What follows belongs to an exercise in optimizing a design on an open flow for small area and a short achievable clock period; a production flow would make more cautious choices.
Where RTL was checked, it was by simulation tests only, not by an equivalence proof against the original.
Power and IR drop assume default switching activity.

==> v2: inputs <==
// calc_core
module calc_core (
	input clk,
	input [12:0] op_a,       
	input [12:0] op_b,       
	input [3:0] operator,    
	output [6:0] hex0,       
	output [6:0] hex1,
	output [6:0] hex2,
	output [6:0] hex3,
	output [6:0] hex4,
	output [6:0] hex5,       
	output [6:0] hex6        
);
==> module resolve, before the edit <==
module resolve(
	input [3:0] s0,
	input [4:0] s1, s2, s3, s4,
	input [3:0] s5,
	output [23:0] digits
);
	function [4:0] split1;
		input [4:0] s;
		reg [4:0] u;
		begin
			u = (s >= 5'd10) ? s - 5'd10 : s;
			split1 = {(s >= 5'd10), u[3:0]};
		end
	endfunction
	function [5:0] split2;
		input [4:0] s;
		reg [4:0] u;
		begin
			u = (s >= 5'd20) ? s - 5'd20 : (s >= 5'd10) ? s - 5'd10 : s;
			split2 = {(s >= 5'd20) ? 2'd2 : (s >= 5'd10) ? 2'd1 : 2'd0, u[3:0]};
		end
	endfunction
	wire [5:0] q1 = {1'b0, split1(s1)};
	wire [5:0] q2 = {1'b0, split1(s2)};
	wire [5:0] q3 = {1'b0, split1(s3)};
	wire [5:0] q4 = split2(s4);
	wire [3:0] w0 = s0;
	wire [3:0] w1 = q1[3:0];
	wire [3:0] w2 = q2[3:0] + q1[5:4];
	wire [3:0] w3 = q3[3:0] + q2[5:4];
	wire [3:0] w4 = q4[3:0] + q3[5:4];
	wire [3:0] w5 = s5 + q4[5:4];
	wire k1 = (w1 >= 4'd10) ? 1'b1 : 1'b0;
	wire k2 = (w2 >= 4'd10) | ((w2 == 4'd9) & k1);
	wire k3 = (w3 >= 4'd10) | ((w3 == 4'd9) & k2);
	wire k4 = (w4 >= 4'd10) | ((w4 == 4'd9) & k3);
	function [3:0] dig;
		input [3:0] w;
		input k;
		dig = (w + k >= 4'd10) ? w + k - 4'd10 : w + k;
	endfunction
	assign digits = {dig(w5, k4), dig(w4, k3), dig(w3, k2), dig(w2, k1), dig(w1, 1'b0), w0};
endmodule
export LEC_CHECK = 0
export ABC_AREA = 1
export CAP_MARGIN = 20
export CORE_MARGIN = 2
export CORE_UTILIZATION = 60
export SLEW_MARGIN = 20
create_clock -name core_clock -period 20.0 [get_ports {clk}]
standard.sh (not shown) runs the stock make flow with config.mk's settings and CLKGATE_MAP_FILE= SYNTH_SCRIPT=/design/flow/synth_recipe.tcl, a recipe that flattens the netlist after the stock synthesis.
==> flow/flow/run.sh <==
#!/bin/bash
# Own layout flow: the standard ORFS flow (standard.sh), with synthesis
# mapping logic with flow/abc_area.script and without adder cells, and the
# extra make variables listed one per line in flow/make_args.txt.
set -euo pipefail
WORK=$(pwd)
rm -rf "$WORK/scripts_own"
cp -r "$FLOW_HOME/scripts" "$WORK/scripts_own"
cp "$WORK/flow/abc_area.script" "$WORK/scripts_own/abc_area.script"
ARGS=()
if [ -f "$WORK/flow/make_args.txt" ]; then
  while IFS= read -r line; do
    [ -n "$line" ] && ARGS+=("$line")
  done < "$WORK/flow/make_args.txt"
fi
bash standard.sh finish ABC_AREA=1 ADDER_MAP_FILE= SCRIPTS_DIR="$WORK/scripts_own" "${ARGS[@]}" > "$WORK/flow_make.log" 2>&1
==> flow/flow/abc_area.script <==
strash
dc2
dch -f
map -B 0.9
topo
stime -c
buffer -c
upsize -c
dnsize -c
==> flow/flow/make_args.txt <==
BUFFER_PORTS_ARGS=-buffer_cell sky130_fd_sc_hd__buf_2
==> inputs of v22, as changes to v2 <==
Settings changed: CORE_UTILIZATION 60 to 70.
==> inputs of v7, as changes to v2 <==
--- a/flow/design.v
+++ b/flow/design.v
@@ -5,25 +5,9 @@
 	output [23:0] digits
 );
-	function [4:0] split1;
-		input [4:0] s;
-		reg [4:0] u;
-		begin
-			u = (s >= 5'd10) ? s - 5'd10 : s;
-			split1 = {(s >= 5'd10), u[3:0]};
-		end
-	endfunction
-	function [5:0] split2;
-		input [4:0] s;
-		reg [4:0] u;
-		begin
-			u = (s >= 5'd20) ? s - 5'd20 : (s >= 5'd10) ? s - 5'd10 : s;
-			split2 = {(s >= 5'd20) ? 2'd2 : (s >= 5'd10) ? 2'd1 : 2'd0, u[3:0]};
-		end
-	endfunction
-	wire [5:0] q1 = {1'b0, split1(s1)};
-	wire [5:0] q2 = {1'b0, split1(s2)};
-	wire [5:0] q3 = {1'b0, split1(s3)};
-	wire [5:0] q4 = split2(s4);
-	wire [3:0] w0 = s0;
+	wire [5:0] q1, q2, q3, q4;
+	splitTen u_q1 (s1, q1);
+	splitTen u_q2 (s2, q2);
+	splitTen u_q3 (s3, q3);
+	splitTen u_q4 (s4, q4);
 	wire [3:0] w1 = q1[3:0];
 	wire [3:0] w2 = q2[3:0] + q1[5:4];
@@ -31,14 +15,34 @@
 	wire [3:0] w4 = q4[3:0] + q3[5:4];
 	wire [3:0] w5 = s5 + q4[5:4];
-	wire k1 = (w1 >= 4'd10) ? 1'b1 : 1'b0;
-	wire k2 = (w2 >= 4'd10) | ((w2 == 4'd9) & k1);
-	wire k3 = (w3 >= 4'd10) | ((w3 == 4'd9) & k2);
-	wire k4 = (w4 >= 4'd10) | ((w4 == 4'd9) & k3);
-	function [3:0] dig;
-		input [3:0] w;
-		input k;
-		dig = (w + k >= 4'd10) ? w + k - 4'd10 : w + k;
-	endfunction
-	assign digits = {dig(w5, k4), dig(w4, k3), dig(w3, k2), dig(w2, k1), dig(w1, 1'b0), w0};
+	wire k3 = w2[3] & w2[1];
+	wire k4 = w3[3] & (w3[1] | (w3[0] & k3));
+	wire k5 = w4[3] & (w4[1] | (w4[0] & k4));
+	wire [3:0] d2, d3, d4, d5;
+	modTen u_d2 (w2, 1'b0, d2);
+	modTen u_d3 (w3, k3, d3);
+	modTen u_d4 (w4, k4, d4);
+	modTen u_d5 (w5, k5, d5);
+	assign digits = {d5, d4, d3, d2, w1, s0};
+endmodule
+module splitTen(
+	input [4:0] s,
+	output [5:0] q
+);
+	assign q[0] = (s[0]);
+	assign q[1] = (~s[4] & ~s[3] & s[1]) | (s[3] & s[2] & ~s[1]) | (s[4] & ~s[2] & ~s[1]);
+	assign q[2] = (~s[4] & ~s[3] & s[2]) | (s[2] & s[1]) | (s[4] & ~s[2] & ~s[1]);
+	assign q[3] = (s[3] & ~s[2] & ~s[1]) | (s[4] & s[1]);
+	assign q[4] = (s[3] & s[1]) | (s[3] & s[2]) | (s[4] & ~s[2]);
+	assign q[5] = (s[4] & s[2]);
+endmodule
+module modTen(
+	input [3:0] w,
+	input k,
+	output [3:0] d
+);
+	assign d[0] = (~w[0] & k) | (w[0] & ~k);
+	assign d[1] = (~w[3] & ~w[1] & w[0] & k) | (~w[3] & w[1] & ~w[0]) | (~w[3] & w[1] & ~k) | (w[3] & w[1] & w[0] & k);
+	assign d[2] = (~w[3] & ~w[2] & w[1] & w[0] & k) | (w[2] & ~w[1]) | (w[2] & ~w[0]) | (w[2] & ~k);
+	assign d[3] = (w[3] & ~w[1] & ~w[0]) | (w[3] & ~w[1] & ~k) | (w[2] & w[1] & w[0] & k);
 endmodule
 module colDigits(
==> qor summary <==
| item | v2 | v7 | v22 |
|---|---|---|---|
| Die Ht | 127.5 um | 126.4 um | 118.3 um |
| Static leakage | 5.645 nW | 5.571 nW | 5.639 nW |
| Multi-input combinational area share | 70.71% | 70.67% | 70.89% |
| Result of the run | finished clean | finished clean | finished clean |
| Pin count of the biggest net entering global routing | 30 | 31 | 30 |
| Fraction of layout cells with a size suffix above 1 | 14.16% | 11.69% | 14.17% |
| Pwr/cell area | 186.3 mW/mm2 | 166.4 mW/mm2 | 188.5 mW/mm2 |
| Flip-flop and latch share of the layout cell area | 9.228% | 9.370% | 9.251% |
| Combinational cell power | 0.00160 W | 0.00138 W | 0.00161 W |
| Clock-cell share | 1.410% | 1.432% | 1.452% |
| Post-Synthesis Mean Instance Area | 5.208 um2 | 5.085 um2 | 5.208 um2 |
| Detailed-route vias per instance | 5.336 | 5.311 | 5.572 |
| Arrival time at the worst endpoint | 9.68 ns | 9.87 ns | 9.82 ns |
| Max rail drop VDD | 0.1391 mV | 0.1013 mV | 0.1058 mV |
| Simple-gate share of the synthesized area | 52.41% | 52.86% | 52.41% |
| Share of the cycle needed by the critical path after routing | 48.24% | 49.19% | 48.94% |
| Switching power of the nets | 0.001072 W | 0.0009275 W | 0.001090 W |
| Count of yosys warnings during synthesis | 4 | 3 | 4 |
| Row Count | 45 | 44 | 41 |
| Post-DP HPWL | 19620 um | 19340 um | 19600 um |
Function not checked in v7: the RTL went through the layout flow alone.

static timing again, ports no longer ideal:
The results above use ideal ports. As a check the final layouts listed here were re-extracted and re-timed, cells and wires unchanged.
Step 1: set_driving_cell puts a clkbuf_16 on clk and a buf_2 on each other input, an assumption about the parent block.
Step 2 also shifts input and output timing later by t, the mid clock arrival at the registers, as if the neighbouring blocks saw the same clock.
Slacks: no drivers / after step 1 / after step 2; pairs: no drivers / after step 1.
| run | shift t [ns] | setup WS [ns] | worst hold slack (ns) | worst setup path at the end | cell pins on the clock port's net |
|---|---|---|---|---|---|
| v2 | 0.308 | 10.351 / 10.370 / 10.062 | 4.114 / 4.098 / 4.406 | input to register | 1 |
| v22 | 0.313 | 10.213 / 10.217 / 9.904 | 4.085 / 4.071 / 4.384 | input to register | 1 |
| v7 | 0.311 | 10.163 / 10.184 / 9.872 | 4.356 / 4.351 / 4.535 | input to register | 1 |
After both steps setup and hold are still met in every run listed. The setup slack of v22, which loses most, moves by +0.004 ns with the drivers and by -0.309 ns with both steps.
